From an optimization exercise on the open Yosys and OpenROAD flow, aimed at small area, a short achievable clock period and few clock cycles; shortcuts taken in it are not production practice. At most, simulation tests tie the RTL to the original design; equivalence was not proved. Power and IR drop assume default switching activity.

==> flow/design.v (excerpt) <==
module adder(
    input clk,
    input reset,
    input [31:0] a,
    input [31:0] b,
    input available,
    input [4:0] exception_f,
    output [31:0] sum,
    output done
    );
export LEC_CHECK = 0
export ABC_AREA = 1
export CAP_MARGIN = 20
export CORE_MARGIN = 2
export CORE_UTILIZATION = 40
export SETUP_SLACK_MARGIN = 0.75
export SLEW_MARGIN = 20
create_clock -name core_clock -period 4.0 [get_ports {clk}]
standard.sh (not shown) runs the stock make flow with config.mk's settings and CLKGATE_MAP_FILE= SYNTH_SCRIPT=/design/flow/synth_recipe.tcl, a recipe that flattens the netlist after the stock synthesis.
==> flow/flow/run.sh <==
#!/bin/bash
# Standard layout with two changes:
#  - the I/O port buffers are a plain buffer cell instead of the delay cell
#    the resizer picks by default;
#  - clock tree synthesis adds no dummy loads.
export BUFFER_PORTS_ARGS="-buffer_cell sky130_fd_sc_hd__buf_1"
export CTS_ARGS="-sink_clustering_enable -repair_clock_nets -dont_use_dummy_load -buf_list {sky130_fd_sc_hd__clkbuf_4 sky130_fd_sc_hd__clkbuf_8}"
bash standard.sh > standard.log 2>&1
Testbench counts at the start, summed over its fixed seeds: cycles 6,392.
Rerun with:
--- a/flow/design.v
+++ b/flow/design.v
@@ -1,77 +1,70 @@
 module adder(
     input clk,
     input reset,
     input [31:0] a,
     input [31:0] b,
     input available,
     input [4:0] exception_f,
     output [31:0] sum,
     output done
     );
     wire [7:0] ae = a[30:23];
     wire [7:0] be = b[30:23];
+    wire [7:0] ep = ~(ae ^ be);
     wire [7:0] eg = ae & ~be;
-    wire [7:0] ek = ae | ~be;
-    wire eg0 = eg[1] | ((ek[1] & ae[0]) & ~be[0]);
-    wire ep0 = ek[1] & ek[0];
-    wire eg1 = eg[2] | ((ek[2] & ae[1]) & ~be[1]);
-    wire ep1 = ek[2] & ek[1];
-    wire eg2 = eg[3] | ((ek[3] & ae[2]) & ~be[2]);
-    wire ep2 = ek[3] & ek[2];
-    wire eg3 = eg[4] | ((ek[4] & ae[3]) & ~be[3]);
-    wire ep3 = ek[4] & ek[3];
-    wire eg4 = eg[5] | ((ek[5] & ae[4]) & ~be[4]);
-    wire ep4 = ek[5] & ek[4];
-    wire eg5 = eg[6] | ((ek[6] & ae[5]) & ~be[5]);
-    wire ep5 = ek[6] & ek[5];
-    wire eg6 = eg[7] | ((ek[7] & ae[6]) & ~be[6]);
-    wire ep6 = ek[7] & ek[6];
+    wire eg0 = eg[1] | ((ep[1] & ae[0]) & ~be[0]);
+    wire ep0 = ep[1] & ep[0];
+    wire eg1 = eg[2] | ((ep[2] & ae[1]) & ~be[1]);
+    wire ep1 = ep[2] & ep[1];
+    wire eg2 = eg[3] | ((ep[3] & ae[2]) & ~be[2]);
+    wire ep2 = ep[3] & ep[2];
+    wire eg3 = eg[4] | ((ep[4] & ae[3]) & ~be[3]);
+    wire ep3 = ep[4] & ep[3];
+    wire eg4 = eg[5] | ((ep[5] & ae[4]) & ~be[4]);
+    wire ep4 = ep[5] & ep[4];
+    wire eg5 = eg[6] | ((ep[6] & ae[5]) & ~be[5]);
+    wire ep5 = ep[6] & ep[5];
+    wire eg6 = eg[7] | ((ep[7] & ae[6]) & ~be[6]);
+    wire ep6 = ep[7] & ep[6];
     wire eg7 = eg1 | ((ep1 & ae[0]) & ~be[0]);
-    wire ep7 = ep1 & ek[0];
+    wire ep7 = ep1 & ep[0];
     wire eg8 = eg2 | (ep2 & eg0);
     wire ep8 = ep2 & ep0;
     wire eg9 = eg3 | (ep3 & eg1);
     wire ep9 = ep3 & ep1;
     wire eg10 = eg4 | (ep4 & eg2);
     wire ep10 = ep4 & ep2;
     wire eg11 = eg5 | (ep5 & eg3);
     wire ep11 = ep5 & ep3;
     wire eg12 = eg6 | (ep6 & eg4);
     wire ep12 = ep6 & ep4;
     wire eg13 = eg9 | ((ep9 & ae[0]) & ~be[0]);
-    wire ep13 = ep9 & ek[0];
+    wire ep13 = ep9 & ep[0];
     wire eg14 = eg10 | (ep10 & eg0);
     wire ep14 = ep10 & ep0;
     wire eg15 = eg11 | (ep11 & eg7);
     wire ep15 = ep11 & ep7;
     wire eg16 = eg12 | (ep12 & eg8);
     wire ep16 = ep12 & ep8;
     wire co = eg16;
     wire [7:0] d;
-    assign d[0] = ae[0] ^ be[0];
-    wire dx1 = co ? ~(eg[0] | ek[0]) : eg[0];
-    assign d[1] = ae[1] ^ (be[1] ^ dx1);
-    wire dx2 = co ? ~(eg0 | ep0) : eg0;
-    assign d[2] = ae[2] ^ (be[2] ^ dx2);
-    wire dx3 = co ? ~(eg7 | ep7) : eg7;
-    assign d[3] = ae[3] ^ (be[3] ^ dx3);
-    wire dx4 = co ? ~(eg8 | ep8) : eg8;
-    assign d[4] = ae[4] ^ (be[4] ^ dx4);
-    wire dx5 = co ? ~(eg13 | ep13) : eg13;
-    assign d[5] = ae[5] ^ (be[5] ^ dx5);
-    wire dx6 = co ? ~(eg14 | ep14) : eg14;
-    assign d[6] = ae[6] ^ (be[6] ^ dx6);
-    wire dx7 = co ? ~(eg15 | ep15) : eg15;
-    assign d[7] = ae[7] ^ (be[7] ^ dx7);
+    assign d[0] = ~ep[0];
+    assign d[1] = co ? (ep[1] ^ (eg[0] | ep[0])) : ~(ep[1] ^ eg[0]);
+    assign d[2] = co ? (ep[2] ^ (eg0 | ep0)) : ~(ep[2] ^ eg0);
+    assign d[3] = co ? (ep[3] ^ (eg7 | ep7)) : ~(ep[3] ^ eg7);
+    assign d[4] = co ? (ep[4] ^ (eg8 | ep8)) : ~(ep[4] ^ eg8);
+    assign d[5] = co ? (ep[5] ^ (eg13 | ep13)) : ~(ep[5] ^ eg13);
+    assign d[6] = co ? (ep[6] ^ (eg14 | ep14)) : ~(ep[6] ^ eg14);
+    assign d[7] = co ? (ep[7] ^ (eg15 | ep15)) : ~(ep[7] ^ eg15);
     wire swap = ~co;
     wire [22:0] ma = swap ? b[22:0] : a[22:0];
     wire [22:0] mb = swap ? a[22:0] : b[22:0];
     wire big = (|d[7:5]) | (d[4] & d[3]) | (d[4] & d[2] & d[1] & d[0]);
     wire [23:0] x0 = {1'b1, mb};
     wire [1:0] s0;
     assign s0[0] = ~d[0];
     assign s0[1] = d[0];
     wire [23:0] x1;
     assign x1[0] = (s0[0] & x0[0]) | (s0[1] & x0[1]);
     assign x1[1] = (s0[0] & x0[1]) | (s0[1] & x0[2]);
     assign x1[2] = (s0[0] & x0[2]) | (s0[1] & x0[3]);
Outcome:
- sequential cell count does not change
- wire length goes up by 9.5%
- setup slack got worse by 0.022 ns
- total power goes up by 5.3%
- combinational power rises by about 10%
- final cell count falls by 2.9%
- count of clock-buffer cells in the layout is unchanged
- non-clock buffer count rises by 16
- sequential power drops by about 1%
- design area is higher by 6.1%
The RTL of the second run of this note was laid out without a check of its function.

## afterwards: timing with drivers on the ports
No port has a modelled driver above. Below, the same layouts with a new extraction and two added sets of constraints. Step 1: set_driving_cell puts a clkbuf_16 on clk and a buf_2 on each other input, an assumption about the parent block. Step 2 also shifts input and output timing later by t, the mid clock arrival at the registers, as if the neighbouring blocks saw the same clock. Three values: ideal ports, drivers, drivers and shift; two values: the first two.
run | shift t [ns] | setup WS [ns] | worst register clock-pin slew, ns | cell pins on the clock port's net
the first run | 0.319 | 0.865 / 0.836 / 0.707 | 0.09 / 0.09 | 1
the second run | 0.311 | 0.844 / 0.815 / 0.608 | 0.09 / 0.09 | 1
After both steps setup and hold are still met in every run listed. For the second run, which loses most, drivers alone change the setup slack by -0.029 ns; drivers and shift together by -0.236 ns.
